This design comes from an exercise in tuning for small area on the open sky130 flow, not from production work.
The RTL was checked by simulation tests, not by an equivalence proof against the original design.
Power and IR drop assume default switching activity.

--- flow/design.v ---
`timescale 1ns / 1ps
module clock_project_top (
        input CLK100MHZ,
        input por_n,
        input btn_rst, btn_set, btn_alm, btn_ent, btn_ret, btn_bstep,
        input [5:0] SW,
        input  rx,
        output tx,
        output reg [7:0] a_to_g,
        output reg [7:0] an,
        output reg [5:0] LED,
        output [2:0] I_RGB_LED, II_RGB_LED
    );
    parameter SEC_HI     = 299;
    parameter SCAN_W     = 10;
    parameter BLINK_BIT  = 18;
    parameter [11:0] DELTA_TERM = 12'h1c1;
    parameter [17:0] RBLK_TERM  = 18'h28ee7;
    localparam SEC_W   = SCAN_W + 9;
    localparam [SEC_W-1:0] SEC_LAST = ((SEC_HI + 1) << SCAN_W) - 1;
    wire clk = CLK100MHZ;
    wire por = ~por_n;
    reg [2:0] db_set, db_alm, db_ent, db_ret, db_bst;
    always @(posedge clk)
        if (por) begin
            db_set <= 3'b0;
            db_alm <= 3'b0;
            db_ent <= 3'b0;
            db_ret <= 3'b0;
            db_bst <= 3'b0;
        end else begin
            db_set <= {db_set[1:0], btn_set};
            db_alm <= {db_alm[1:0], btn_alm};
            db_ent <= {db_ent[1:0], btn_ent};
            db_ret <= {db_ret[1:0], btn_ret};
            db_bst <= {db_bst[1:0], btn_bstep};
        end
    wire set_p = db_set[0] & db_set[1] & ~db_set[2];
    wire alm_p = db_alm[0] & db_alm[1] & ~db_alm[2];
    wire ent_p = db_ent[0] & db_ent[1] & ~db_ent[2];
    wire ret_p = db_ret[0] & db_ret[1] & ~db_ret[2];
    wire bst_p = db_bst[0] & db_bst[1] & ~db_bst[2];
    reg [BLINK_BIT:0] fcnt;
    always @(posedge clk)
        if (por)
            fcnt <= 0;
        else
            fcnt <= fcnt + 1'b1;
    wire       blink   = fcnt[BLINK_BIT];
    wire [7:0] window  = fcnt[7:0];
    wire       os_tick = ~fcnt[0];
    reg [1:0] mode;
    wire m_set = mode[0];
    wire m_alm = mode[1];
    wire m_clk = ~(mode[0] | mode[1]);
    wire rst_time = m_clk & ~btn_rst;
    wire rst_set  = m_set & ~btn_rst;
    wire rst_alm  = m_alm & ~btn_rst;
    wire ent_set  = m_set & ent_p;
    wire bst_set  = m_set & bst_p;
    wire ent_alm  = m_alm & ent_p;
    wire bst_alm  = m_alm & bst_p;
    reg done, done_prev, load_set;
    reg alm_done;
    wire set_done_pulse = done & ~done_prev;
    reg [1:0] next_mode;
    always @(*) begin
        if (m_set)
            next_mode = (set_done_pulse | ret_p | ~btn_rst) ? 2'b00 : 2'b01;
        else if (m_alm)
            next_mode = (alm_done | ret_p | ~btn_rst) ? 2'b00 : 2'b10;
        else
            next_mode = set_p ? 2'b01 : (alm_p ? 2'b10 : 2'b00);
    end
    always @(posedge clk)
        if (por) begin
            mode      <= 2'b00;
            done_prev <= 1'b0;
            load_set  <= 1'b0;
        end else begin
            mode      <= next_mode;
            done_prev <= done;
            load_set  <= set_done_pulse;
        end
    reg       rx_r;
    reg       rxst0, rxst1;
    wire [1:0] rxst = {rxst1, rxst0};
    reg [3:0] osb;
    reg [8:0] rsh;          
    reg       rx_done;
    wire [7:0] rxd = rsh[8:1];
    always @(posedge clk)
        if (por)
            rx_r <= 1'b1;
        else
            rx_r <= rx;
    reg [1:0] rxst_nx;
    always @(*)
        case (rxst)
            2'd0:    rxst_nx = rx_r ? 2'd0 : 2'd1;
            2'd1:    rxst_nx = (osb != 4'd8) ? 2'd1 : (rx_r ? 2'd0 : 2'd2);
            2'd2:    rxst_nx = (osb == 4'd15 && rsh[1]) ? 2'd3 : 2'd2;
            default: rxst_nx = (osb == 4'd15) ? 2'd0 : 2'd3;
        endcase
    always @(posedge clk)
        if (por) begin
            rxst0 <= 1'b0;
            rxst1 <= 1'b0;
        end else if (os_tick) begin
            rxst0 <= rxst_nx[0];
            rxst1 <= rxst_nx[1];
        end
    always @(posedge clk) begin
        rx_done <= 1'b0;
        if (~por && os_tick)
            case (rxst)
                2'd0: osb <= 4'd1;
                2'd1: if (osb == 4'd8) osb <= 4'd0;
                      else osb <= osb + 1'b1;
                default: begin
                          osb <= osb + 1'b1;
                          if (rxst[0] && osb == 4'd15)
                              rx_done <= rx_r;
                      end
            endcase
    end
    always @(posedge clk)
        if (os_tick) begin
            if (rxst == 2'd1 && osb == 4'd8)
                rsh <= 9'h100;
            else if (rxst == 2'd2 && osb == 4'd15)
                rsh <= {rx_r, rsh[8:1]};
        end
    reg [2:0] cst;
    reg uart_set_pulse, uart_alm_pulse;
    reg [3:0] n_mon;
    reg [4:0] n_day, n_hour;    
    reg [5:0] n_min;
    always @(posedge clk)
        if (por) begin
            cst            <= 3'd0;
            uart_set_pulse <= 1'b0;
            uart_alm_pulse <= 1'b0;
        end else begin
            uart_set_pulse <= 1'b0;
            uart_alm_pulse <= 1'b0;
            if (rx_done)
                case (cst)
                    3'd0: if (rxd == 8'hAA) cst <= 3'd1;
                          else if (rxd == 8'hBB) cst <= 3'd6;
                    3'd1: cst <= (rxd >= 8'd1 && rxd <= 8'd12) ? 3'd2 : 3'd0;
                    3'd2: cst <= (rxd >= 8'd1 && rxd <= 8'd31) ? 3'd3 : 3'd0;
                    3'd3: cst <= (rxd < 8'd24) ? 3'd4 : 3'd0;
                    3'd4: cst <= (rxd < 8'd60) ? 3'd5 : 3'd0;
                    3'd5: begin
                              uart_set_pulse <= (rxd < 8'd60);
                              cst <= 3'd0;
                          end
                    3'd6: cst <= (rxd < 8'd24) ? 3'd7 : 3'd0;
                    3'd7: begin
                              uart_alm_pulse <= (rxd < 8'd60);
                              cst <= 3'd0;
                          end
                endcase
        end
    always @(posedge clk)
        if (rx_done)
            case (cst)
                3'd1: n_mon   <= rxd[3:0];
                3'd2: n_day   <= rxd[4:0];
                3'd3: n_hour  <= rxd[4:0];
                3'd4: n_min   <= rxd[5:0];
                3'd6: n_day   <= rxd[4:0];
                default: ;
            endcase
    wire [5:0] c59 = (SW > 6'd59) ? 6'd59 : SW;
    wire [4:0] c23 = (SW[4:0] > 5'd23) ? 5'd23 : SW[4:0];
    wire [3:0] c12 = (SW[3:0] > 4'd12) ? 4'd12 : ((SW[3:0] == 4'd0) ? 4'd1 : SW[3:0]);
    function [4:0] mdays4;
        input [3:0] m;
        case (m)
            4'd1, 4'd3, 4'd5, 4'd7, 4'd8, 4'd10, 4'd12: mdays4 = 5'd31;
            4'd4, 4'd6, 4'd9, 4'd11:                    mdays4 = 5'd30;
            default:                                     mdays4 = 5'd28;
        endcase
    endfunction
    localparam A_IDLE = 3'b000, A_ACT = 3'b001, A_WAKE = 3'b010,
               A_SH   = 3'b100, A_SM  = 3'b101, A_SD   = 3'b110;
    reg [2:0] ast;
    reg [4:0] alm_hour;
    reg [5:0] alm_min;
    wire ringing = (ast == A_WAKE);
    localparam S_MON = 3'd0, S_DAY = 3'd1, S_HOUR = 3'd2, S_MIN = 3'd3,
               S_SEC = 3'd4, S_DONE = 3'd5;
    reg [2:0] sst;
    reg [3:0] set_month;
    reg [4:0] set_hour;
    reg       set_day1;     
    reg [5:0] set_min, set_sec;
    always @(posedge clk)
        if (por) begin
            sst       <= S_MON;
            done      <= 1'b0;
            set_month <= 4'd0;
            set_day1  <= 1'b0;
            set_hour  <= 5'd0;
            set_min   <= 6'd0;
            set_sec   <= 6'd0;
        end else if (rst_set) begin
            sst       <= S_MON;
            done      <= 1'b0;
            set_month <= 4'd1;
            set_day1  <= 1'b1;
            set_hour  <= 5'd0;
            set_min   <= 6'd0;
            set_sec   <= 6'd0;
        end else if (ret_p)
            sst <= S_MON;
        else if (bst_set)
            case (sst)
                S_DAY:  sst <= S_MON;
                S_HOUR: sst <= S_DAY;
                S_MIN:  sst <= S_HOUR;
                S_SEC:  sst <= S_MIN;
                S_DONE: sst <= S_SEC;
                default: ;
            endcase
        else if (ent_set & ~ringing)
            case (sst)
                S_MON: begin
                    if (set_month > 4'd12) set_month <= 4'd12;
                    else if (set_month == 4'd0) set_month <= 4'd1;
                    else set_month <= SW[3:0];
                    sst <= S_DAY;
                end
                S_DAY: begin
                    set_day1 <= 1'b1;
                    sst <= S_HOUR;
                end
                S_HOUR: begin
                    set_hour <= c23;
                    sst <= S_MIN;
                end
                S_MIN: begin
                    set_min <= c59;
                    sst <= S_SEC;
                end
                S_SEC: begin
                    set_sec <= c59;
                    sst <= S_DONE;
                end
                S_DONE: begin
                    done <= 1'b1;
                    sst <= S_MON;
                end
                default: ;
            endcase
        else
            done <= 1'b0;
    wire [3:0] sm_nz = (set_month == 4'd0) ? 4'd1 : set_month;
    wire [4:0] dd_max = mdays4(sm_nz);
    wire [4:0] c_day = (SW[4:0] == 5'd0) ? 5'd1 : ((SW[4:0] > dd_max) ? dd_max : SW[4:0]);
    wire [5:0] disp_sec = (sst == S_SEC) ? (blink ? 6'd0 : c59) : set_sec;
    reg [SEC_W-1:0] q;        
    reg [5:0] sec, min;
    reg [4:0] hour;
    reg [6:0] day;
    reg       day_cout;
    reg [5:0] month;
    wire cy    = ((q & SEC_LAST) == SEC_LAST);
    wire sec59 = ((sec & 6'd59) == 6'd59);
    wire min59 = ((min & 6'd59) == 6'd59);
    wire hr23  = ((hour & 5'd23) == 5'd23);
    wire [4:0] max_days = mdays4(month[3:0]);
    wire load_time = load_set | uart_set_pulse;
    wire [5:0] l_sec   = uart_set_pulse ? rxd[5:0] : set_sec;
    wire [5:0] l_min   = uart_set_pulse ? n_min    : set_min;
    wire [4:0] l_hour  = uart_set_pulse ? n_hour   : set_hour;
    wire [4:0] l_day   = uart_set_pulse ? n_day    : {4'b0, set_day1};
    wire [3:0] l_month = uart_set_pulse ? n_mon    : set_month;
    wire ce_min   = cy & sec59;
    wire ce_hour  = ce_min & min59;
    wire ce_day   = ce_hour & hr23;
    wire ce_month = ce_day & day_cout;
    always @(posedge clk)
        if (por | rst_time | cy)
            q <= 0;
        else
            q <= q + 1'b1;
    always @(posedge clk)
        if (por) begin
            sec      <= 6'd0;
            min      <= 6'd0;
            hour     <= 5'd0;
            day      <= 7'd0;
            day_cout <= 1'b0;
            month    <= 6'd0;
        end else if (rst_time) begin
            sec      <= 6'd0;
            min      <= 6'd20;
            hour     <= 5'd4;
            day      <= 7'd17;
            day_cout <= 1'b0;
            month    <= 6'd8;
        end else if (load_time) begin
            sec      <= l_sec;
            min      <= l_min;
            hour     <= l_hour;
            day      <= {2'b00, l_day};
            day_cout <= 1'b0;
            month    <= {2'b00, l_month};
        end else begin
            if (cy)
                sec <= sec59 ? 6'd0 : sec + 1'b1;
            if (ce_min)
                min <= min59 ? 6'd0 : min + 1'b1;
            if (ce_hour)
                hour <= hr23 ? 5'd0 : hour + 1'b1;
            if (ce_day) begin
                if (day[5:0] == {1'b0, max_days}) begin
                    day      <= 7'd1;
                    day_cout <= 1'b1;
                end else begin
                    day      <= day + 1'b1;
                    day_cout <= 1'b0;
                end
            end
            if (ce_month)
                month <= (month == 6'd12) ? 6'd1 : month + 1'b1;
        end
    wire is_alarm_time = (ast == A_ACT) && (hour == alm_hour) &&
                         (min == alm_min) && (sec == 6'd0);
    always @(posedge clk)
        if (por | rst_alm) begin
            ast      <= A_IDLE;
            alm_hour <= 5'd0;
            alm_min  <= 6'd0;
            alm_done <= 1'b0;
        end else begin
            alm_done <= 1'b0;
            if (is_alarm_time)
                ast <= A_WAKE;
            else if (ringing & ent_alm)
                ast <= A_IDLE;
            else if ((ast == A_IDLE) & ent_alm)
                ast <= A_SH;
            else if (uart_alm_pulse) begin
                alm_hour <= n_day;
                alm_min  <= rxd[5:0];
                ast      <= A_ACT;
            end else if (ast[2]) begin
                if (ret_p)
                    ast <= A_IDLE;
                else if (bst_alm) begin
                    if (ast == A_SM) ast <= A_SH;
                    else if (ast == A_SD) ast <= A_SM;
                end else if (ent_alm)
                    case (ast)
                        A_SH: begin
                            alm_hour <= c23;
                            ast <= A_SM;
                        end
                        A_SM: begin
                            alm_min <= c59;
                            ast <= A_SD;
                        end
                        A_SD: begin
                            ast <= A_ACT;
                            alm_done <= 1'b1;
                        end
                        default: ;
                    endcase
            end else if ((ast == A_ACT) & ret_p)
                ast <= A_IDLE;
        end
    reg [11:0]        delta;
    reg [8:0]         valc;
    reg [17:0]        rbc;
    reg               rblink;
    reg [2:0]         rgb;
    always @(posedge clk)
        if (por) begin
            delta  <= 0;
            valc   <= 9'd0;
            rbc    <= 0;
            rblink <= 1'b0;
        end else begin
            if (delta == DELTA_TERM)
                delta <= 12'd0;
            else
                delta <= {delta[10:0], ~(delta[11] ^ delta[5] ^ delta[3] ^ delta[0])};
            if (delta == 12'd0)
                valc <= ((valc & 9'd383) == 9'd383) ? 9'd0 : valc + 1'b1;
            if (rbc == RBLK_TERM) begin
                rbc    <= 18'd0;
                rblink <= ~rblink;
            end else
                rbc <= {rbc[16:0], ~(rbc[17] ^ rbc[10])};
        end
    wire       wlow = ~|window[7:2];
    wire [6:0] incv = valc[6:0];
    wire [6:0] decv = ~valc[6:0];
    wire inc_on = wlow & ((|incv[6:2]) | (incv[1:0] > window[1:0]));
    wire dec_on = wlow & ((|decv[6:2]) | (decv[1:0] > window[1:0]));
    wire fade   = (ast == A_ACT);
    reg r_on, g_on, b_on;
    always @(*) begin
        r_on = 1'b0;
        g_on = 1'b0;
        b_on = 1'b0;
        if (ringing)
            r_on = rblink & ~&window;
        else if (fade)
            case (valc[8:7])
                2'b00: begin
                    r_on = inc_on;
                    g_on = dec_on;
                end
                2'b01: begin
                    r_on = dec_on;
                    b_on = inc_on;
                end
                default: begin
                    g_on = inc_on;
                    b_on = dec_on;
                end
            endcase
    end
    always @(posedge clk)
        if (por)
            rgb <= 3'b000;
        else
            rgb <= {r_on, g_on, b_on};
    assign I_RGB_LED  = rgb;
    assign II_RGB_LED = rgb;
    reg [1:0] tst;          
    reg [2:0] ttype;        
    reg       ustart;
    reg [3:0] r_mon;
    reg [4:0] r_day, r_hour;
    reg [5:0] r_min, r_sec;
    reg [9:0] tsh;          
    reg [4:0] baud;
    reg       tx_r;
    wire tbusy = |tsh;
    always @(posedge clk)
        if (por | ~btn_rst) begin
            ustart <= 1'b0;
            tst    <= 2'd0;
            r_mon  <= 4'd0;
            r_day  <= 5'd0;
            r_hour <= 5'd0;
            r_min  <= 6'd0;
            r_sec  <= 6'd0;
        end else if (~tbusy) begin
            case (tst)
                2'd0: begin
                    tst <= 2'd1;
                    if (month[3:0] != r_mon)
                        r_mon <= month[3:0];
                    else if (day[4:0] != r_day)
                        r_day <= day[4:0];
                    else if (hour != r_hour)
                        r_hour <= hour;
                    else if (min != r_min)
                        r_min <= min;
                    else if (sec != r_sec)
                        r_sec <= sec;
                    else
                        tst <= 2'd0;
                end
                2'd1: begin
                    ustart <= 1'b1;
                    tst <= 2'd2;
                end
                2'd2: begin
                    ustart <= 1'b1;
                    tst <= 2'd3;
                end
                2'd3: begin
                    ustart <= 1'b1;
                    tst <= 2'd0;
                end
            endcase
        end else
            ustart <= 1'b0;
    always @(posedge clk)
        if (~tbusy && tst == 2'd0) begin
            if (month[3:0] != r_mon)   ttype <= 3'd4;
            else if (day[4:0] != r_day) ttype <= 3'd3;
            else if (hour != r_hour)    ttype <= 3'd2;
            else if (min != r_min)      ttype <= 3'd1;
            else                        ttype <= 3'd0;
        end
    reg [5:0] tvalue;
    always @(*)
        case (ttype)
            3'd4:    tvalue = {2'b00, r_mon};
            3'd3:    tvalue = {1'b0, r_day};
            3'd2:    tvalue = {1'b0, r_hour};
            3'd1:    tvalue = r_min;
            default: tvalue = r_sec;
        endcase
    wire [7:0] tdata = (tst == 2'd2) ? {5'b10110, ttype} : {2'b00, tvalue};
    always @(posedge clk)
        if (por | ~btn_rst) begin
            tsh  <= 10'd0;
            baud <= 5'd0;
            tx_r <= 1'b1;
        end else if (~tbusy) begin
            baud <= 5'd0;
            tx_r <= 1'b1;
            if (ustart)
                tsh <= {1'b1, tdata, 1'b0};
        end else begin
            baud <= baud + 1'b1;
            tx_r <= tsh[0];
            if (&baud)
                tsh <= {1'b0, tsh[9:1]};
        end
    assign tx = tx_r;
    reg [SCAN_W-1:0] cnt_set, cnt_alm;
    always @(posedge clk)
        if (por | rst_set)
            cnt_set <= 0;
        else
            cnt_set <= cnt_set + 1'b1;
    always @(posedge clk)
        if (por | rst_alm)
            cnt_alm <= 0;
        else
            cnt_alm <= cnt_alm + 1'b1;
    wire [2:0] mpx = m_set ? cnt_set[SCAN_W-1:SCAN_W-3] :
                     m_alm ? cnt_alm[SCAN_W-1:SCAN_W-3] :
                             q[SCAN_W-1:SCAN_W-3];
    wire [1:0] pos = mpx[2:1];
    wire edit = (m_set & ~sst[2] & (sst[1:0] == ~pos)) |
                (m_alm & (((ast == A_SH) & (pos == 2'd1)) | ((ast == A_SM) & (pos == 2'd0))));
    reg [6:0] fval;
    always @(*)
        if (edit)
            case (pos)
                2'd0:    fval = {1'b0, c59};
                2'd1:    fval = {2'b0, c23};
                2'd2:    fval = {2'b0, c_day};
                default: fval = {3'b0, c12};
            endcase
        else
            case (pos)
                2'd0:    fval = m_set ? {1'b0, set_min}  : m_alm ? {1'b0, alm_min}  : {1'b0, min};
                2'd1:    fval = m_set ? {2'b0, set_hour} : m_alm ? {2'b0, alm_hour} : {2'b0, hour};
                2'd2:    fval = m_set ? 7'd1 : day;
                default: fval = m_set ? {3'b0, sm_nz} : {3'b0, month[3:0]};
            endcase
    wire [3:0] tens  = fval / 7'd10;
    wire [3:0] units = fval - tens * 4'd10;
    wire [3:0] digit = mpx[0] ? tens : units;
    reg [6:0] seg;
    always @(*)
        case (digit)
            4'd0: seg = 7'b0000001;
            4'd1: seg = 7'b1001111;
            4'd2: seg = 7'b0010010;
            4'd3: seg = 7'b0000110;
            4'd4: seg = 7'b1001100;
            4'd5: seg = 7'b0100100;
            4'd6: seg = 7'b0100000;
            4'd7: seg = 7'b0001111;
            4'd8: seg = 7'b0000000;
            default: seg = 7'b0000100;
        endcase
    wire blank_seg = m_alm & mpx[2];
    wire dp = ~(mpx[1] & ~mpx[0]);
    wire blank_dig = blink & edit;
    always @(*) begin
        a_to_g = blank_seg ? 8'hFF : {dp, seg};
        an     = blank_dig ? 8'hFF : ~(8'b1 << mpx);
        LED    = (~btn_rst | m_alm) ? 6'd0 : (m_set ? disp_sec : sec);
    end
endmodule
--- flow/flow/run.sh ---
#!/bin/bash
# Own layout flow: the standard flow (standard.sh), except
#  - synthesis maps the logic with an area-oriented ABC script
#    (flow/abc_area.script) and leaves adders to ABC instead of the
#    half/full-adder cell map; registers are made exactly as in the
#    standard synthesis;
#  - port buffers use the smallest buffer cell;
#  - clock tree: larger sink clusters, no dummy loads.
# Each step's full output goes to a log file in this folder (and ORFS's
# own per-step logs under orfs/logs/).
set -euo pipefail
W=$(pwd)

# ORFS scripts folder with the ABC script replaced
mkdir -p "$W/scripts_area"
for f in "$FLOW_HOME"/scripts/*; do
    ln -sf "$f" "$W/scripts_area/"
done
rm -f "$W/scripts_area/abc_area.script" "$W/scripts_area/abc_speed.script"
cp "$W/flow/abc_area.script" "$W/scripts_area/abc_area.script"
cp "$W/flow/abc_area.script" "$W/scripts_area/abc_speed.script"

# synthesis
bash standard.sh SCRIPTS_DIR="$W/scripts_area" ADDER_MAP_FILE= synth > "$W/synth.log" 2>&1

# floorplan to final layout, standard scripts
export BUFFER_PORTS_ARGS="-buffer_cell sky130_fd_sc_hd__buf_1"
export CTS_ARGS="-sink_clustering_enable -repair_clock_nets -dont_use_dummy_load -sink_clustering_size 25 -sink_clustering_max_diameter 100"
bash standard.sh finish > "$W/layout.log" 2>&1
--- flow/flow/abc_area.script ---
strash
&get -n
&fraig -x
&put
scorr
dc2
dretime
strash
&get -n
&deepsyn -T 120
&put
&get -n
&dch -f
&nf -R 1000
&put
strash
&get -n
&dch -f
&nf -R 1000
&put
--- flow/standard.sh ---
#!/bin/bash
# synth_recipe.tcl (not shown) runs the flow's synth.tcl, then flattens the netlist and writes it again
# the make line also repeats each setting of config.mk as NAME=value (left out here)
make -C /OpenROAD-flow-scripts/flow DESIGN_CONFIG=/design/flow/config.mk WORK_HOME=/design/flow/orfs CLKGATE_MAP_FILE= SYNTH_SCRIPT=/design/flow/synth_recipe.tcl "${@:-finish}"
--- flow/config.mk ---
export PLATFORM = sky130hd
export DESIGN_NAME = clock_project_top
export DESIGN_NICKNAME = clock_project_top
export VERILOG_FILES = /design/flow/design.v
export SDC_FILE = /design/flow/constraint.sdc
export NUM_CORES = 4
export LEC_CHECK = 0
export CAP_MARGIN = 0
export CORE_MARGIN = 2
export CORE_UTILIZATION = 40
export SLEW_MARGIN = 0
--- flow/constraint.sdc ---
create_clock -name core_clock -period 20.0 [get_ports {CLK100MHZ}]
set_input_delay 4.0000 -clock core_clock [delete_from_list [all_inputs] [get_ports {CLK100MHZ}]]
set_output_delay 4.0000 -clock core_clock [all_outputs]
set_load 0.01 [all_outputs]
==> impl_results.md, run 1 <==
* Type of the most critical hold path: reg2reg
* Final setup violation count at 0
* Number of design-rule violations left by the first detailed-router iteration at between 1000 and 1500
* Clk root buf: sky130_fd_sc_hd__clkbuf_16
* Internal power of the cells at roughly 740 µW
* Highest Clock Rate at 84.7 MHz
* Total power at about 980 µW
* Post-Synthesis Mean Instance Area at ~9 µm²
* Avg WL per Cell at 18.9 µm
* Async set or reset register ratio after synthesis at 0
* Final instance area at ~0.013 mm²
* Switching share of power at 0.241
* Antenna diode instance count at 0
* Port Buffer Count at 43
* Remaining DRCs at 0
* Post-Place Cell Area at between 0.01 and 0.015 mm²
* Peak supply drop at 58.5 µV
* Clock-pin slew on the worst setup and hold paths at roughly 0.09 ns
* Detailed-routing iteration count for the pre-antenna-repair pass at 8
* Normalized max-slew margin at 0.251
* Count of pins on the block boundary at 44
* Cell breakdown of the critical path: buf_1 > and2_0 > nand2_1 > o21ai_0 > nand2_1 > o21ai_0 > nand2_1 > xnor2_1 > and3_1 > or2_0 > o21ai_0 > o22ai_1 > clkinv_1 > and2_0 > or3_1 > nand3_1 > o21ai_0 > buf_1
* Startpoint-to-endpoint class of the critical path: in2out
* Post-synth EDFFs at 35
* YS warnings at 1
* Setup repair after global routing missed its margin: no
* Clock network fraction of design power at 0.331
* Post-synth cell types at 54
* Buffer depth of the longest clock path at 3
* Count of nets after finishing at 1427
* Number of pins exceeding their max-slew limit in the final report at 0
* Total Neg Setup Slack at 0 ns
* Combined area of all synthesized cells at 0.0121 mm²
* Standard cell core area at 0.0296 mm²
* Clock latency of the later-clocked register in the worst-skew pair at roughly 0.51 ns
* Reported max-cap violation count at 0
* Reg power frac at 0.602
* Required time of the critical path at around 16 ns
* Effective utilization at floorplan at 0.407
* Portion of total power attributed to combinational logic at 0.067
* Cell count after synthesis at 1349
* Routed Wire Length at approximately 34 mm
* Worst-path fanout max at 11
* Syn nets at ~1400
* Endpoints failing hold at 0
* Least-Margin Pin Slew at between 1 and 1.5 ns
* ANT nets after route at 0
* Power per cell area at 74.7 mW/mm²
* Resize count post-CTS at 0
* Routability congestion estimate at ~0.94
* Leading post-synthesis cells by cell area: sky130_fd_sc_hd__dfxtp_1 (41%), sky130_fd_sc_hd__edfxtp_1 (8.7%), sky130_fd_sc_hd__a21oi_1 (4.4%)
* Largest incremental delay on the critical path at approximately 0.46 ns
* Pin count of the biggest net entering global routing at 71
* Total number of clock tree sinks at around 280
* Net Sw Power at roughly 240 µW
* Number of buffers inserted to repair setup after CTS at 0
* Post-DP HPWL at 24.9 mm
* Kind of start point of the critical path: input port
* Main flop type after synthesis: sky130_fd_sc_hd__dfxtp_1
* Cell at the slowest stage of the critical path: sky130_fd_sc_hd__buf_1
* Count leader, synth: sky130_fd_sc_hd__dfxtp_1
* Status: complete, no violations
* Ranking of synthesized cells by instance count: sky130_fd_sc_hd__dfxtp_1 (246), sky130_fd_sc_hd__nor2_1 (135), sky130_fd_sc_hd__nand2_1 (119)
* Most common cell on crit path: sky130_fd_sc_hd__o21ai_0
* Vertical die dimension at 178 µm
* Die Area at between 0.03 and 0.04 mm²
* Clock Skew at around 0.040 ns
* Area growth, synth to finish at 8.89%
* CTS tree: yes
* Hold bufs inserted after CTS at 0
* Initial antenna violation count at 0
* Endpoint kind of the worst setup timing path: primary output
* Global route overflow at 0
* First-pass GRT wire length at approximately 54 mm
* H-tree lvl count at 1
* Final standard cell count with taps included and fillers excluded at 1800
* Vias per inst at a little under 6
* Cell type with the largest total area after synthesis: sky130_fd_sc_hd__dfxtp_1
* FP Rows at 63
* Number of global-route vias before repair at 9709
* Final critical path time including I/O delays and setup at ~12 ns
* Number of synthesized register bits at 281
* All-layer global routing usage at 0.214
* Arrival @ worst endpoint at 7.80 ns
* Total CTS buffers at 16
* Leakage Power at roughly 4.7 nW
* Floorplan die width at about 180 µm
* Vias after detailed routing at approximately 11000
* Number of placed cells counting well taps at around 1800
* Part of the cycle the worst path needs at 0.590
* Top cell type's share of synthesized area at 0.408
* Share of synthesized area occupied by flip-flops and latches at 0.496
* Share of layout cells above drive strength 1 at 0.0163
-- logic make-up (layout without fill, tap and decap cells) --
kind of cell,after synthesis,in the layout,share of synthesized area
xor gates and xnor gates,41,41,0.0298
and+or+nand+nor,575,575,0.238
muxes,7,7,0.00591
DFF,281,281,0.496
buffers and inverters,46,107,0.0153
AOI/OAI and AO/OA,399,399,0.215
-- per-layer routing --
metal,up-vias,part of all wire,track usage
li1,5139,-,-
met1,4938,0.44,0.293
met2,373,0.45,0.346
met3,77,0.068,0.0293
met4,0,0.039,0.0772
met5,-,0,0
-- sequential cells by signal, indices dropped and copies added (netlist names), 6 cells and up --
name / cells
rsh: 8
valc: 9
cnt_set: 10
delta: 12
cnt_alm: 10
q: 19
min: 6
rbc: 18
tsh: 10
r_sec: 6
n_min: 6
alm_min: 6
r_min: 6
sec: 6
set_min: 6
fcnt: 19
day: 7
month: 6
set_sec: 6
-- final timing paths --
check                       start                     to  slack [ns]  cells after the start
max                         SW[3]              a_to_g[3]        8.20                     18
min          done_prev$_SDFF_PN0_    load_set$_SDFF_PN0_        0.42                      1
max reg2reg       q[0]$_SDFF_PP0_  month[2]$_SDFFE_PP0P_       15.51                     16
min reg2reg  done_prev$_SDFF_PN0_    load_set$_SDFF_PN0_        0.42                      1
-- power groups by stage --
stage	sequential (mW)	clock [mW]	combinational (mW)
detailed placement	0.603	0	0.0651
CTS	0.590	0.336	0.0654
global placement	0.603	0	0.0641
floorplan	0.599	0	0.0448
global route	0.592	0.354	0.0737
finish	0.590	0.325	0.0657
-- through the flow --
step	hold WS, ns	setup WS, ns	util
2_1_floorplan	0.380	9.42	-
3_5_place_dp	0.406	8.33	0.430
6_report	0.418	8.20	0.443
3_3_place_gp	0.396	8.47	0.430
5_1_grt	0.433	7.91	0.443
4_1_cts	0.425	8.31	0.443
-- worst max-delay path, delay by kind of cell --
family	cells	cell delay [ns]
buffers and inverters	3	0.76
AO/OA/AOI/OAI	5	0.92
XOR/XNOR	1	0.34
AND/OR/NAND/NOR	9	1.77
-- layout by cell type (no fill, tap or decap), types with 16 or more instances in the layout --
| cell type | n |
|---|---|
| sky130_fd_sc_hd__o21ai_0 | 101 |
| sky130_fd_sc_hd__a22oi_1 | 26 |
| sky130_fd_sc_hd__and2_0 | 61 |
| sky130_fd_sc_hd__dfxtp_1 | 246 |
| sky130_fd_sc_hd__nor2b_1 | 19 |
| sky130_fd_sc_hd__xnor2_1 | 26 |
| sky130_fd_sc_hd__a22o_1 | 45 |
| sky130_fd_sc_hd__o22ai_1 | 19 |
| sky130_fd_sc_hd__edfxtp_1 | 35 |
| sky130_fd_sc_hd__a21oi_1 | 107 |
| sky130_fd_sc_hd__buf_1 | 42 |
| sky130_fd_sc_hd__nand3_1 | 29 |
| sky130_fd_sc_hd__and3_1 | 52 |
| sky130_fd_sc_hd__nand2_1 | 119 |
| sky130_fd_sc_hd__clkbuf_16 | 16 |
| sky130_fd_sc_hd__nor2_1 | 135 |
| sky130_fd_sc_hd__clkinv_1 | 43 |
| sky130_fd_sc_hd__nor3_1 | 78 |
| sky130_fd_sc_hd__nor4_1 | 16 |
-- cell type report --
| cell class | instances | area [µm²] |
|---|---|---|
| Fill cell | 2929 | 16500 |
| Sequential cell | 281 | 5980 |
| Tap cell | 390 | 488 |
| Multi-Input combinational cell | 1022 | 5900 |
| Timing Repair Buffer | 48 | 200 |
| Clock buffer | 16 | 400 |
| Inverter | 43 | 161 |
==> inputs of run 2 (changes only) <==
--- a/flow/config.mk
+++ b/flow/config.mk
@@ -6,6 +6,6 @@
 export NUM_CORES = 4
 export LEC_CHECK = 0
-export CAP_MARGIN = 0
+export CAP_MARGIN = 20
 export CORE_MARGIN = 2
 export CORE_UTILIZATION = 40
-export SLEW_MARGIN = 0
+export SLEW_MARGIN = 20
==> run 2 against run 1 <==
  * Still clean on timing, DRC and antenna
  * Final area increased by 0.15%
  * Power about the same
  * Clock power about the same
  * Flip-flop and latch count unchanged
  * Critical path type unchanged
==> impl_results.md, run 2 <==
* Status: complete, no violations
* Endpoints failing hold at 0
* Arrival @ worst endpoint at ~7.8 ns
* Least-Margin Pin Slew at 1.02 ns
* Clock latency of the later-clocked register in the worst-skew pair at 0.51 ns
* Leading post-synthesis cells by cell area: sky130_fd_sc_hd__dfxtp_1 (41%), sky130_fd_sc_hd__edfxtp_1 (8.7%), sky130_fd_sc_hd__a21oi_1 (4.4%)
* All-layer global routing usage at 0.214
* CTS tree: yes
* Hold bufs inserted after CTS at 0
* Remaining DRCs at 0
* Total CTS buffers at 16
* Type of the most critical hold path: reg2reg
* Ranking of synthesized cells by instance count: sky130_fd_sc_hd__dfxtp_1 (246), sky130_fd_sc_hd__nor2_1 (135), sky130_fd_sc_hd__nand2_1 (119)
* Area growth, synth to finish at 9.06%
* Top cell type's share of synthesized area at 0.408
* Port Buffer Count at 43
* Vias per inst at 5.86
* Post-synth cell types at 54
* Cell type with the largest total area after synthesis: sky130_fd_sc_hd__dfxtp_1
* Required time of the critical path at about 16 ns
* Endpoint kind of the worst setup timing path: primary output
* Share of synthesized area occupied by flip-flops and latches at 0.496
* FP Rows at 63
* Area of combinational cells with multiple inputs at 0.00592 mm²
* Resize count post-CTS at 0
* Vertical die dimension at 178 µm
* First-pass GRT wire length at 53.5 mm
* Part of the cycle the worst path needs at 0.589
* Clk root buf: sky130_fd_sc_hd__clkbuf_16
* Most common cell after layout, fill and taps aside: sky130_fd_sc_hd__dfxtp_1
* Kind of start point of the critical path: input port
* Final design utilization at 0.444
* Main flop type after synthesis: sky130_fd_sc_hd__dfxtp_1
* Combined area of all synthesized cells at 0.0121 mm²
* Syn nets at 1364
* Total Neg Setup Slack at 0 ns
* Vias after detailed routing at between 10000 and 15000
* Post-DP HPWL at 24.9 mm
* YS warnings at 1
* Fill cell total of the finished layout at approximately 2900
* Number of buffers inserted to repair setup after CTS at 0
* ANT nets after route at 0
* Count leader, synth: sky130_fd_sc_hd__dfxtp_1
* Number of synthesized register bits at ~280
* Global route overflow at 0
* Setup repair after global routing missed its margin: no
* Routability congestion estimate at around 0.94
* Startpoint-to-endpoint class of the critical path: in2out
* Peak supply drop at about 60 µV
* Area taken by flip-flops and latches at 0.00598 mm²
* Cell count after synthesis at ~1300
* Highest Clock Rate at 84.8 MHz
* Number of design-rule violations left by the first detailed-router iteration at 981
* Leakage Power at between 4 and 5 nW
* Clock Skew at approximately 0.040 ns
* H-tree lvl count at 1
* Number of global-route vias before repair at 9709
* Share of layout cells above drive strength 1 at 0.0177
* Detailed-routing iteration count for the pre-antenna-repair pass at 5
* Final critical path time including I/O delays and setup at 11.79 ns
* Async set or reset register ratio after synthesis at 0
* Leading registers by flop count: fcnt x19, q x19, rbc x18
* Routed Wire Length at 33.9 mm
* Effective utilization at floorplan at 0.407
* Floorplan die width at between 150 and 200 µm
* Die Area at approximately 0.032 mm²
* Clock-pin slew on the worst setup and hold paths at 0.10 ns
* Initial antenna violation count at 0
* Count of pins on the block boundary at 44
* Standard cell core area at between 0.02 and 0.03 mm²
* Number of pins exceeding their max-slew limit in the final report at 0
* Post-synth EDFFs at 35
* Total number of clock tree sinks at roughly 280
* Buffer depth of the longest clock path at 3
* Reported max-cap violation count at 0
* Count of nets after finishing at approximately 1400
* Pin count of the biggest net entering global routing at 71
* Normalized max-slew margin at 0.315
* Most used cells in the layout excluding fill and tap cells: sky130_fd_sc_hd__dfxtp_1 (246), sky130_fd_sc_hd__nor2_1 (134), sky130_fd_sc_hd__nand2_1 (119)
* Post-Synthesis Mean Instance Area at 8.94 µm²
* Antenna diode instance count at 0
* Worst-path fanout max at 11
* Power per cell area at 74.6 mW/mm²
* Final setup violation count at 0
* Avg WL per Cell at ~19 µm
[run 2: worst paths after layout]
path	start	endpoint	slack (ns)	cells past startpoint
setup / recovery	SW[3]	a_to_g[3]	8.21	18
setup reg to reg	q[0]$_SDFF_PP0_	month[2]$_SDFFE_PP0P_	15.54	16
hold / removal	done_prev$_SDFF_PN0_	load_set$_SDFF_PN0_	0.42	1
hold reg to reg	done_prev$_SDFF_PN0_	load_set$_SDFF_PN0_	0.42	1
[run 2: metal layers]
layer  track usage  up-vias  routed length, µm
met2         0.346      358              15400
met3        0.0293       69               2180
li1              -     5149                  -
met1         0.293     4971              15100
met5             0        -                  0
met4        0.0772        0               1240
[run 2: layout make-up]
class | instances | area share
multi-input cells | 1022 | 0.450
clock buffers | 16 | 0.0304
well taps | 390 | 0.0371
inverters | 43 | 0.0123
flip-flops and latches | 281 | 0.454
repair buffers | 49 | 0.0156
[run 2: per-stage QoR]
step / hold slack, ns / setup WS (ns) / std cells / cell area [µm²] / power (mW)
global route: 0.433 / 7.91 / 1801 / 13200 / 1.02
floorplan: 0.380 / 9.42 / 1349 / 12100 / 0.644
finish: 0.417 / 8.21 / 1801 / 13200 / 0.982
global placement: 0.396 / 8.47 / 1784 / 12700 / 0.667
CTS: 0.425 / 8.31 / 1800 / 13100 / 0.992
detailed placement: 0.406 / 8.33 / 1784 / 12700 / 0.668
[run 2: logic make-up after synthesis]
group,count (synthesis),synth area share
buf+inv,46,0.0153
mux,7,0.00591
simple gates,575,0.238
compound gates,399,0.215
flops,281,0.496
xor+xnor,41,0.0298
[run 2: report_power, final]
part	switching [mW]	total, mW	internal, mW	leakage (nW)
Combinational	0.0438	0.0660	0.0222	2.19
Sequential	0.0114	0.590	0.579	2.31
Clock	0.182	0.325	0.144	0.197
Total	0.237	0.982	0.745	4.70
[run 2: critical path, cell delays in order]
cell	delay, ns
sky130_fd_sc_hd__buf_1	0.49
sky130_fd_sc_hd__and2_0	0.34
sky130_fd_sc_hd__nand2_1	0.10
sky130_fd_sc_hd__o21ai_0	0.18
sky130_fd_sc_hd__nand2_1	0.07
sky130_fd_sc_hd__o21ai_0	0.18
sky130_fd_sc_hd__nand2_1	0.19
sky130_fd_sc_hd__xnor2_1	0.32
sky130_fd_sc_hd__and3_1	0.26
sky130_fd_sc_hd__or2_0	0.15
sky130_fd_sc_hd__o21ai_0	0.09
sky130_fd_sc_hd__o22ai_1	0.36
sky130_fd_sc_hd__clkinv_1	0.16
sky130_fd_sc_hd__and2_0	0.17
sky130_fd_sc_hd__or3_1	0.39
sky130_fd_sc_hd__nand3_1	0.09
sky130_fd_sc_hd__o21ai_0	0.09
sky130_fd_sc_hd__buf_1	0.14
==> inputs of run 3 (changes only) <==
--- a/flow/flow/run.sh
+++ b/flow/flow/run.sh
@@ -26,4 +26,4 @@
 # floorplan to final layout, standard scripts
 export BUFFER_PORTS_ARGS="-buffer_cell sky130_fd_sc_hd__buf_1"
-export CTS_ARGS="-sink_clustering_enable -repair_clock_nets -dont_use_dummy_load -sink_clustering_size 25 -sink_clustering_max_diameter 100"
+export CTS_ARGS="-sink_clustering_enable -repair_clock_nets -dont_use_dummy_load -sink_clustering_size 30 -sink_clustering_max_diameter 100"
 bash standard.sh finish > "$W/layout.log" 2>&1
--- a/flow/config.mk
+++ b/flow/config.mk
@@ -6,6 +6,7 @@
 export NUM_CORES = 4
 export LEC_CHECK = 0
-export CAP_MARGIN = 20
+export CAP_MARGIN = 10
 export CORE_MARGIN = 2
-export CORE_UTILIZATION = 40
-export SLEW_MARGIN = 20
+export CORE_UTILIZATION = 65
+export PLACE_DENSITY = 0.72
+export SLEW_MARGIN = 10
==> run 3 against run 2 <==
  * Still clean on timing, DRC and antenna
  * Synthesized area stayed put
  * Synthesized cell count stayed put
  * Final area is 2.3% lower
  * Via count is 1.2% higher
  * Clock skew is 0.011 ns higher
  * Critical path type unchanged
  * Critical endpoint is now a_to_g[6]
  * Largest cell class unchanged
  * Largest power group unchanged
==> impl_results.md, run 3 <==
* Cell count after synthesis at about 1300
* Port Buffer Count at 43
* FP Rows at between 40 and 50
* Clock latency of the later-clocked register in the worst-skew pair at 0.50 ns
* Cell type with the largest total area after synthesis: sky130_fd_sc_hd__dfxtp_1
* Least-Margin Pin Slew at 1.12 ns
* Number of buffers inserted to repair setup after CTS at 0
* Final setup violation count at 0
* Count leader, synth: sky130_fd_sc_hd__dfxtp_1
* Clk root buf: sky130_fd_sc_hd__clkbuf_16
* Post-Place Cell Area at roughly 0.013 mm²
* Required time of the critical path at 16.00 ns
* Worst setup slack after layout at around 8.4 ns
* Share of synthesized area occupied by flip-flops and latches at 0.496
* Kind of start point of the critical path: input port
* Endpoints failing hold at 0
* Avg WL per Cell at 19.9 µm
* Global route overflow at 0
* Most used cells in the layout excluding fill and tap cells: sky130_fd_sc_hd__dfxtp_1 (246), sky130_fd_sc_hd__nor2_1 (135), sky130_fd_sc_hd__nand2_1 (119)
* Remaining DRCs at 0
* Most common cell on crit path: sky130_fd_sc_hd__o21ai_0
* Post-synth EDFFs at 35
* Post-Synthesis Mean Instance Area at between 8 and 9 µm²
* Resize count post-CTS at 0
* Routability congestion estimate at 0.987
* First-pass GRT wire length at a little over 50 mm
* ANT nets after route at 0
* Cell breakdown of the critical path: buf_1 > and2_0 > nand2_1 > o21ai_0 > nand2_1 > o21ai_0 > nand2_1 > xnor2_1 > and3_1 > or2_0 > o21ai_0 > o22ai_1 > clkinv_1 > and2_0 > or3_1 > nand3_1 > o21ai_0 > buf_1
* Post-DP HPWL at between 20 and 25 mm
* Antenna diode instance count at 0
* Peak supply drop at about 76 µV
* Worst-path fanout max at 11
* Main flop type after synthesis: sky130_fd_sc_hd__dfxtp_1
* Clock Skew at about 0.051 ns
* Final instance area at approximately 0.013 mm²
* Type of the most critical hold path: reg2reg
* Status: complete, no violations
* Reported max-cap violation count at 0
* Number of synthesized register bits at ~280
* Total Neg Setup Slack at 0 ns
* Highest Clock Rate at about 86 MHz
* Routed Wire Length at between 30 and 40 mm
* Setup repair after global routing missed its margin: no
* H-tree lvl count at 1
* Buffer depth of the longest clock path at 3
* Effective utilization at floorplan at 0.667
* Startpoint-to-endpoint class of the critical path: in2out
* Final critical path time including I/O delays and setup at roughly 12 ns
* Leading post-synthesis cells by cell area: sky130_fd_sc_hd__dfxtp_1 (41%), sky130_fd_sc_hd__edfxtp_1 (8.7%), sky130_fd_sc_hd__a21oi_1 (4.4%)
* Detailed-routing iteration count for the pre-antenna-repair pass at 6
* Number of design-rule violations left by the first detailed-router iteration at 952
* Pin count of the biggest net entering global routing at 60
* Number of pins exceeding their max-slew limit in the final report at 0
* Count of nets after finishing at roughly 1400
* Leakage Power at between 4 and 5 nW
* Top cell type's share of synthesized area at 0.408
* Total number of clock tree sinks at approximately 280
* Arrival @ worst endpoint at 7.63 ns
* Leading registers by flop count: fcnt x19, q x19, rbc x18
* Number of global-route vias before repair at 9961
* Most common cell after layout, fill and taps aside: sky130_fd_sc_hd__dfxtp_1
* Vias per inst at about 6.5
* Async set or reset register ratio after synthesis at 0
* Hold bufs inserted after CTS at 0
* Post-synth cell types at 54
* Syn nets at roughly 1400
* Endpoint kind of the worst setup timing path: primary output
* Standard cell core area at around 0.018 mm²
* Initial antenna violation count at 0
* Cell at the slowest stage of the critical path: sky130_fd_sc_hd__buf_1
* Area growth, synth to finish at 6.57%
* Normalized max-slew margin at 0.242
* Die Area at 0.0197 mm²
* Floorplan die width at ~140 µm
* All-layer global routing usage at 0.328
* DP Worst Slack at ~8.5 ns
* Vias after detailed routing at between 10000 and 15000
* Largest incremental delay on the critical path at roughly 0.46 ns
* Power per cell area at around 73 mW/mm²
* Total CTS buffers at 13
* YS warnings at 1
* CTS tree: yes
* Vertical die dimension at roughly 140 µm
* Clock-pin slew on the worst setup and hold paths at about 0.11 ns
* Combined area of all synthesized cells at 0.0121 mm²
* Ranking of synthesized cells by instance count: sky130_fd_sc_hd__dfxtp_1 (246), sky130_fd_sc_hd__nor2_1 (135), sky130_fd_sc_hd__nand2_1 (119)
* Part of the cycle the worst path needs at 0.581
* Share of layout cells above drive strength 1 at 0.0135
* Count of pins on the block boundary at 44
* Final design utilization at 0.710
run 3: cell counts after synthesis:
Identical to the previous run, type by type.
run 3: cell type report:
cell class,instances,area [µm²]
fillers,1451,5240
well taps,229,287
inverters,43,161
flip-flops and latches,281,5980
clock buffers,13,325
repair buffers,47,196
multi-input cells,1022,5900
run 3: final timing paths:
check / cells past startpoint / from / slack [ns] / endpoint
worst max register to register: 16 / q[0]$_SDFF_PP0_ / 15.32 / month[2]$_SDFFE_PP0P_
worst min-delay path: 1 / done_prev$_SDFF_PN0_ / 0.40 / load_set$_SDFF_PN0_
worst min register to register: 1 / done_prev$_SDFF_PN0_ / 0.40 / load_set$_SDFF_PN0_
worst max-delay path: 18 / SW[3] / 8.37 / a_to_g[6]
run 3: critical path: cells and delay by family:
kind / cells / cell delay, ns
xor+xnor: 1 / 0.32
compound gates: 5 / 0.83
buf+inv: 3 / 0.75
simple gates: 9 / 1.72
run 3: layer usage:
metal,GRT usage,up-vias,part of all wire
met3,0.0653,96,0.087
met2,0.536,426,0.46
met1,0.435,5016,0.42
met5,0,-,0
met4,0.123,0,0.041
li1,-,5138,-
run 3: cell families after synthesis:
group | after synthesis | synth area share
DFF | 281 | 0.496
muxes | 7 | 0.00591
xor gates and xnor gates | 41 | 0.0298
AOI/OAI and AO/OA | 399 | 0.215
and+or+nand+nor | 575 | 0.238
buffers and inverters | 46 | 0.0153
run 3: through the flow:
| step | power, mW | hold slack [ns] | cells |
|---|---|---|---|
| after floorplan | 0.644 | 0.380 | 1349 |
| after global placement | 0.666 | 0.394 | 1621 |
| after detailed placement | 0.668 | 0.391 | 1621 |
| after global routing | 0.973 | 0.417 | 1635 |
| final | 0.943 | 0.400 | 1635 |
| after CTS | 0.946 | 0.403 | 1634 |
run 3: power breakdown:
group	internal [mW]	switching (mW)
clock	0.118	0.169
combinational	0.0220	0.0441
sequential	0.579	0.0114
==> inputs of run 4 (changes only) <==
--- a/flow/flow/run.sh
+++ b/flow/flow/run.sh
@@ -26,4 +26,4 @@
 # floorplan to final layout, standard scripts
 export BUFFER_PORTS_ARGS="-buffer_cell sky130_fd_sc_hd__buf_1"
-export CTS_ARGS="-sink_clustering_enable -repair_clock_nets -dont_use_dummy_load -sink_clustering_size 30 -sink_clustering_max_diameter 100"
+export CTS_ARGS="-sink_clustering_enable -repair_clock_nets -dont_use_dummy_load -sink_clustering_size 27 -sink_clustering_max_diameter 90"
 bash standard.sh finish > "$W/layout.log" 2>&1
==> run 4 against run 3 <==
  * Via count is 0.24% lower
  * Power is 0.99% higher
  * Flip-flop and latch count is the same
  * Sequential share of layout area fell by 0.090 points
  * Synthesized cell count stayed put
  * Fmax hardly changed
  * Critical endpoint unchanged
==> impl_results.md, run 4 <==
* Ranking of synthesized cells by instance count: sky130_fd_sc_hd__dfxtp_1 (246), sky130_fd_sc_hd__nor2_1 (135), sky130_fd_sc_hd__nand2_1 (119)
* Total Neg Setup Slack at 0 ns
* Count of pins on the block boundary at 44
* YS warnings at 1
* Power per cell area at ~74 mW/mm²
* Main flop type after synthesis: sky130_fd_sc_hd__dfxtp_1
* Async set or reset register ratio after synthesis at 0
* ANT nets after route at 0
* Setup repair after global routing missed its margin: no
* Clk root buf: sky130_fd_sc_hd__clkbuf_16
* Peak supply drop at 65.0 µV
* Status: complete, no violations
* Detailed-routing iteration count for the pre-antenna-repair pass at 7
* Count leader, synth: sky130_fd_sc_hd__dfxtp_1
* Share of synthesized area occupied by flip-flops and latches at 0.496
* Part of the cycle the worst path needs at 0.581
* Reg2reg setup slack at around 15 ns
* FP Rows at a little under 50
* H-tree lvl count at 1
* Total power at 952 µW
* Final design utilization at 0.712
* Leakage Power at 4.66 nW
* Vertical die dimension at around 140 µm
* Resize count post-CTS at 0
* Avg WL per Cell at about 20 µm
* Clock network fraction of design power at 0.311
* Vias after detailed routing at around 11000
* Routed Wire Length at 32.3 mm
* Standard cell core area at 0.0181 mm²
* Reported max-cap violation count at 0
* Buffer depth of the longest clock path at 3
* Count of nets after finishing at approximately 1400
* Die Area at just under 0.02 mm²
* Portion of total power attributed to combinational logic at 0.069
* Clock latency of the later-clocked register in the worst-skew pair at 0.50 ns
* Cell type with the largest total area after synthesis: sky130_fd_sc_hd__dfxtp_1
* Final setup violation count at 0
* Port Buffer Count at 43
* Endpoint kind of the worst setup timing path: primary output
* Switching share of power at 0.236
* Total CTS buffers at 14
* Effective utilization at floorplan at 0.667
* All-layer global routing usage at 0.327
* Most common cell after layout, fill and taps aside: sky130_fd_sc_hd__dfxtp_1
* Top cell type's share of synthesized area at 0.408
* Clock-pin slew on the worst setup and hold paths at roughly 0.1 ns
* Pin count of the biggest net entering global routing at 60
* CTS tree: yes
* Normalized max-slew margin at 0.263
* Initial antenna violation count at 0
* Global route overflow at 0
* Combined area of all synthesized cells at about 0.012 mm²
* Vias per inst at 6.51
* First-pass GRT wire length at 51.6 mm
* Cell count after synthesis at between 1000 and 1500
* Remaining DRCs at 0
* Total number of clock tree sinks at 281
* Share of layout cells above drive strength 1 at 0.0142
* Reg power frac at 0.620
* Endpoints failing hold at 0
* Number of global-route vias before repair at 9933
* Leading registers by flop count: fcnt x19, q x19, rbc x18
* Antenna diode instance count at 0
* Post-Synthesis Mean Instance Area at between 8 and 9 µm²
* Number of pins exceeding their max-slew limit in the final report at 0
* Routability congestion estimate at 0.987
* Kind of start point of the critical path: input port
* Post-synth EDFFs at 35
* Worst-path fanout max at 11
* Least-Margin Pin Slew at approximately 1.1 ns
* Arrival @ worst endpoint at between 7 and 8 ns
* Floorplan die width at approximately 140 µm
* Required time of the critical path at 16.00 ns
* Internal power of the cells at 727 µW
* Post-synth cell types at 54
* Leading post-synthesis cells by cell area: sky130_fd_sc_hd__dfxtp_1 (41%), sky130_fd_sc_hd__edfxtp_1 (8.7%), sky130_fd_sc_hd__a21oi_1 (4.4%)
* Highest Clock Rate at about 86 MHz
* Area growth, synth to finish at 6.78%
* Syn nets at between 1000 and 1500
* Post-DP HPWL at roughly 24 mm
* Number of buffers inserted to repair setup after CTS at 0
* Net Sw Power at about 230 µW
* Number of synthesized register bits at around 280
* Final critical path time including I/O delays and setup at around 12 ns
* Hold bufs inserted after CTS at 0
* Fill cell total of the finished layout at 1443
* Most used cells in the layout excluding fill and tap cells: sky130_fd_sc_hd__dfxtp_1 (246), sky130_fd_sc_hd__nor2_1 (135), sky130_fd_sc_hd__nand2_1 (119)
* Type of the most critical hold path: reg2reg
* Startpoint-to-endpoint class of the critical path: in2out
* Number of design-rule violations left by the first detailed-router iteration at between 1000 and 1500
* Clock Skew at around 0.023 ns
-- run 4: worst paths after layout --
check | startpoint | end | cells past startpoint
max reg2reg | q[0]$_SDFF_PP0_ | month[2]$_SDFFE_PP0P_ | 16
max | SW[3] | a_to_g[6] | 18
min reg2reg | done_prev$_SDFF_PN0_ | load_set$_SDFF_PN0_ | 1
min | done_prev$_SDFF_PN0_ | load_set$_SDFF_PN0_ | 1
-- run 4: cell type report --
type / count / area (µm²) / share of cell area
tap: 229 / 287 / 0.0223
multi-input combinational: 1022 / 5900 / 0.459
inverter: 43 / 161 / 0.0125
clock buffer: 14 / 350 / 0.0272
timing repair buffer: 47 / 196 / 0.0153
sequential: 281 / 5980 / 0.464
-- run 4: layer usage --
metal  up-vias  track usage  share of wire  routed length (µm)
met1      5003        0.434           0.42               13600
met5         -            0              0                   0
met2       418        0.533           0.45               14700
met3        93       0.0629          0.083                2690
li1       5136            -              -                   -
met4         0        0.126          0.041                1320
-- run 4: logic make-up (layout without fill, tap and decap cells) --
kind of cell    Yosys count  in the layout  synth area share
buf+inv                  46            104            0.0153
flops                   281            281             0.496
xor+xnor                 41             41            0.0298
simple gates            575            575             0.238
compound gates          399            399             0.215
mux                       7              7           0.00591
-- run 4: power by group through the flow --
stage	logic [mW]	clock network (mW)	registers [mW]
final	0.0660	0.296	0.590
after global routing	0.0740	0.316	0.592
after CTS	0.0653	0.300	0.590
after detailed placement	0.0650	0	0.603
after global placement	0.0635	0	0.602
after floorplan	0.0448	0	0.599
-- run 4: metrics by stage --
stage	setup WS (ns)	hold slack, ns	instances	cell area, µm²
global placement	8.51	0.394	1621	12500
global route	7.98	0.422	1636	12900
finish	8.37	0.404	1636	12900
detailed placement	8.47	0.391	1621	12500
CTS	8.46	0.406	1635	12900
floorplan	9.42	0.380	1349	12100
-- run 4: worst max-delay path, cell delays in order --
cell and delay, ns:
sky130_fd_sc_hd__buf_1 0.45, sky130_fd_sc_hd__and2_0 0.34, sky130_fd_sc_hd__nand2_1 0.10, sky130_fd_sc_hd__o21ai_0 0.17
sky130_fd_sc_hd__nand2_1 0.08, sky130_fd_sc_hd__o21ai_0 0.16, sky130_fd_sc_hd__nand2_1 0.17, sky130_fd_sc_hd__xnor2_1 0.32
sky130_fd_sc_hd__and3_1 0.25, sky130_fd_sc_hd__or2_0 0.15, sky130_fd_sc_hd__o21ai_0 0.10, sky130_fd_sc_hd__o22ai_1 0.32
sky130_fd_sc_hd__clkinv_1 0.15, sky130_fd_sc_hd__and2_0 0.16, sky130_fd_sc_hd__or3_1 0.39, sky130_fd_sc_hd__nand3_1 0.10
sky130_fd_sc_hd__o21ai_0 0.08, sky130_fd_sc_hd__buf_1 0.14
==> inputs of run 5 (changes only) <==
--- a/flow/flow/run.sh
+++ b/flow/flow/run.sh
@@ -26,4 +26,4 @@
 # floorplan to final layout, standard scripts
 export BUFFER_PORTS_ARGS="-buffer_cell sky130_fd_sc_hd__buf_1"
-export CTS_ARGS="-sink_clustering_enable -repair_clock_nets -dont_use_dummy_load -sink_clustering_size 27 -sink_clustering_max_diameter 90"
+export CTS_ARGS="-sink_clustering_enable -repair_clock_nets -dont_use_dummy_load -sink_clustering_size 16 -sink_clustering_max_diameter 70 -buf_list sky130_fd_sc_hd__clkbuf_8"
 bash standard.sh finish > "$W/layout.log" 2>&1
--- a/flow/config.mk
+++ b/flow/config.mk
@@ -8,5 +8,4 @@
 export CAP_MARGIN = 10
 export CORE_MARGIN = 2
-export CORE_UTILIZATION = 65
-export PLACE_DENSITY = 0.72
+export CORE_UTILIZATION = 40
 export SLEW_MARGIN = 10
==> run 5 against run 4 <==
  * Still clean
  * Clock skew is 0.022 ns higher
  * Core utilization decreased by 27 points
  * Fmax down 2.7%
  * Synthesized cell count is 0.15% higher
  * Worst setup slack worse by 0.33 ns
  * Global-route usage shrank 11 points
  * Sequential power hardly changed
  * Non-clock buffer count rose by 6
  * Die area is 62% higher
  * Clock-buffer cell count is 10 higher
  * Sequential share of layout area decreased by 1.1 points
  * Critical path depth is 1 lower
  * Critical path type unchanged
  * Critical endpoint is now a_to_g[4]
  * Highest routed layer unchanged
==> impl_results.md, run 5 <==
* Type of the most critical hold path: reg2reg
* Hold bufs inserted after CTS at 0
* Number of global-route vias before repair at a little under 10000
* Worst slack on hold paths at ~0.43 ns
* Main flop type after synthesis: sky130_fd_sc_hd__dfxtp_1
* Routability congestion estimate at 0.952
* Routed Wire Length at 34.6 mm
* Clock network fraction of design power at 0.302
* Status: complete, no violations
* Share of layout cells above drive strength 1 at 0.0260
* Initial antenna violation count at 0
* Async set or reset register ratio after synthesis at 0
* Clock latency of the later-clocked register in the worst-skew pair at 0.57 ns
* Avg WL per Cell at approximately 19 µm
* Fill cell total of the finished layout at 2975
* Number of pins exceeding their max-slew limit in the final report at 0
* Peak supply drop at roughly 66 µV
* Switching share of power at 0.253
* Standard cell core area at about 0.03 mm²
* Hold EP: tx_r$_SDFF_PP1_
* CTS tree: yes
* Setup repair after global routing missed its margin: no
* Part of the cycle the worst path needs at 0.598
* Total number of clock tree sinks at roughly 280
* Post-synth EDFFs at 35
* ANT nets after route at 0
* Endpoints failing hold at 0
* Clk root buf: sky130_fd_sc_hd__clkbuf_8
* Internal power of the cells at just over 700 µW
* First-pass GRT wire length at between 50 and 60 mm
* Launch point of the worst hold path: tsh[0]$_SDFFE_PP0P_
* Highest Clock Rate at ~84 MHz
* Clock Skew at between 0.04 and 0.05 ns
* DP Worst Slack at 8.16 ns
* Worst-path fanout max at 13
* Post-Synthesis Mean Instance Area at roughly 9.0 µm²
* Count of nets after finishing at 1442
* Reg power frac at 0.620
* Worst setup slack after layout at just over 8 ns
* Portion of total power attributed to combinational logic at 0.078
* Cell at the slowest stage of the critical path: sky130_fd_sc_hd__buf_1
* Number of design-rule violations left by the first detailed-router iteration at 930
* Effective utilization at floorplan at 0.408
* YS warnings at 1
* Clock-pin slew on the worst setup and hold paths at 0.09 ns
* Number of cells on the worst hold path at 1
* Syn nets at 1366
* Leakage Power at about 4.7 nW
* Least-Margin Pin Slew at 1.09 ns
* Count of pins on the block boundary at 44
* Cell breakdown of the critical path: buf_1 > nand2b_1 > mux2_1 > a31oi_1 > nor2b_1 > a21oi_1 > and2_0 > a211o_1 > o2111ai_1 > a211oi_1 > o21ai_0 > o31ai_1 > nand2_1 > clkinv_1 > or3_1 > o21ai_0 > buf_1
* Cell count after synthesis at roughly 1400
* Pin count of the biggest net entering global routing at 75
* Count leader, synth: sky130_fd_sc_hd__dfxtp_1
* Ranking of synthesized cells by instance count: sky130_fd_sc_hd__dfxtp_1 (246), sky130_fd_sc_hd__nor2_1 (125), sky130_fd_sc_hd__nand2_1 (122)
* Final critical path time including I/O delays and setup at ~12 ns
* Reg2reg setup slack at approximately 15 ns
* Total CTS buffers at 24
* All-layer global routing usage at 0.217
* Remaining DRCs at 0
* GRT met3 Usage at 0.0326
* Met1 global-route usage at 0.321
* Number of cell instances on the worst register-to-register path at 18
* Combined area of all synthesized cells at about 0.012 mm²
* Required time of the critical path at between 15 and 20 ns
* Timing startpoint of the critical path: SW[4]
* Largest incremental delay on the critical path at between 0.5 and 0.6 ns
* Port Buffer Count at between 40 and 50
* Vias per inst at slightly below 6
* Floorplan die width at around 180 µm
* Detailed-routing iteration count for the pre-antenna-repair pass at 5
* Final setup violation count at 0
* Number of buffers inserted to repair setup after CTS at 0
* Buffer depth of the longest clock path at 3
* Vias after detailed routing at between 10000 and 15000
* Post-synth cell types at 57
* FP Rows at 63
* Startpoint-to-endpoint class of the critical path: in2out
* Power per cell area at between 70 and 80 mW/mm²
* Reported max-cap violation count at 0
* Reg-to-reg critical path startpoint: q[0]$_SDFF_PP0_
* GR met2 Demand/Resource at 0.329
* Top cell type's share of synthesized area at 0.405
* Global route overflow at 0
* Total Neg Setup Slack at 0 ns
* Crit Reg-Reg Endpoint: day[2]$_SDFFE_PP0P_
* Endpoint kind of the worst setup timing path: primary output
* Number of synthesized register bits at between 200 and 300
* Leading post-synthesis cells by cell area: sky130_fd_sc_hd__dfxtp_1 (41%), sky130_fd_sc_hd__edfxtp_1 (8.6%), sky130_fd_sc_hd__a21oi_1 (4.2%)
* Share of synthesized area occupied by flip-flops and latches at 0.492
* Normalized max-slew margin at 0.266
* Kind of start point of the critical path: input port
* Most Used Layer, Global Route: met2
* Leading registers by flop count: fcnt x19, q x19, rbc x18
* Vertical die dimension at ~180 µm
* Arrival @ worst endpoint at 7.95 ns
* Resize count post-CTS at 0
* Cell type with the largest total area after synthesis: sky130_fd_sc_hd__dfxtp_1
* Die Area at around 0.032 mm²
* Most used cells in the layout excluding fill and tap cells: sky130_fd_sc_hd__dfxtp_1 (246), sky130_fd_sc_hd__nor2_1 (124), sky130_fd_sc_hd__nand2_1 (122)
* Net Sw Power at roughly 240 µW
* Most common cell after layout, fill and taps aside: sky130_fd_sc_hd__dfxtp_1
* Post-DP HPWL at approximately 25 mm
* Area growth, synth to finish at 8.61%
* H-tree lvl count at 1
==> run 5: cell count changes after synthesis, moves of 4 or more <==
cell / delta
sky130_fd_sc_hd__o211ai_1: +4
sky130_fd_sc_hd__xor2_1: +4
sky130_fd_sc_hd__a22oi_1: +5
sky130_fd_sc_hd__nand3b_1: +5
sky130_fd_sc_hd__nand2b_1: +8
sky130_fd_sc_hd__o31ai_1: +6
sky130_fd_sc_hd__nor3_1: -4
sky130_fd_sc_hd__xnor2_1: +8
sky130_fd_sc_hd__nor2_1: -10
sky130_fd_sc_hd__clkinv_1: -6
sky130_fd_sc_hd__o21ai_0: -10
sky130_fd_sc_hd__a21oi_1: -4
==> run 5: cells by family (layout without fill, tap and decap cells) <==
kind of cell,Yosys count,in the layout,synth area share
simple gates,581,581,0.242
compound gates,390,390,0.209
flops,281,281,0.492
xor+xnor,53,53,0.0382
buf+inv,40,114,0.0133
mux,6,6,0.00515
other cells,0,1,0
==> run 5: how the worst max path moves through the flow <==
stage                end  slack, ns  cells past startpoint
6_report       a_to_g[4]       8.05                     17
5_1_grt        a_to_g[4]       7.68                     18
4_1_cts        a_to_g[4]       8.15                     17
3_5_place_dp   a_to_g[4]       8.16                     17
3_3_place_gp   a_to_g[4]       8.32                     18
2_1_floorplan  a_to_g[4]       9.20                     15
==> run 5: through the flow <==
stage          cells  total power [mW]  utilization  cell area (µm²)
5_1_grt         1815             0.993        0.443            13200
3_3_place_gp    1791             0.677        0.432            12900
3_5_place_dp    1791             0.678        0.432            12900
2_1_floorplan   1351             0.651            -            12200
4_1_cts         1815             0.963        0.443            13200
6_report        1816             0.955        0.443            13200
==> run 5: power groups by stage <==
stage | registers, mW | logic [mW] | clock network, mW
CTS | 0.591 | 0.0740 | 0.298
global route | 0.593 | 0.0833 | 0.316
global placement | 0.604 | 0.0725 | 0
detailed placement | 0.604 | 0.0737 | 0
floorplan | 0.601 | 0.0502 | 0
finish | 0.592 | 0.0748 | 0.288
==> run 5: final cells by class <==
cell class                      instances  area [µm²]  area share
Clock buffer                           24         330      0.0250
Sequential cell                       281        5980       0.453
Timing Repair Buffer                   53         238      0.0180
Inverter                               37         139      0.0105
Antenna cell                            1        2.50    0.000190
Tap cell                              390         488      0.0370
Multi-Input combinational cell       1030        6020       0.456
==> run 5: critical path: cells and delay by family <==
family | cells | cell delay (ns)
mux | 1 | 0.36
buf+inv | 3 | 0.78
compound gates | 8 | 1.62
simple gates | 5 | 1.18
==> run 5: layer usage <==
metal | vias up | part of all wire
met5 | - | 0
met4 | 0 | 0.024
met3 | 67 | 0.065
met2 | 351 | 0.43
met1 | 5023 | 0.48
li1 | 5184 | -

## afterwards: timing with drivers on the ports
No port has a modelled driver above. Below, the same layouts with a new extraction and two added sets of constraints. Step 1 assumes that a clkbuf_16 drives the clock port and a buf_2 every other input. Step 2 adds t to the input delays and takes it off the output delays; t is the mean of the earliest and latest rising clock arrival at the registers after step 1. Input paths then give back, and output paths get back, about the clock's delay inside the block. Slacks: ideal ports / drivers / drivers and shift; pairs: ideal ports / drivers.
| run | t, ns | setup WS [ns] | worst setup path after step 2 | worst slew at a driven data input, ns |
|---|---|---|---|---|
| run 1 | 0.540 | 8.199 / 8.174 / 8.174 | input to output | 0.06 |
| run 2 | 0.541 | 8.213 / 8.188 / 8.188 | input to output | 0.06 |
| run 3 | 0.526 | 8.372 / 8.331 / 8.330 | input to output | 0.05 |
| run 4 | 0.536 | 8.375 / 8.333 / 8.333 | input to output | 0.05 |
| run 5 | 0.590 | 8.048 / 8.022 / 8.022 | input to output | 0.05 |
After both steps setup and hold are still met in every run listed.
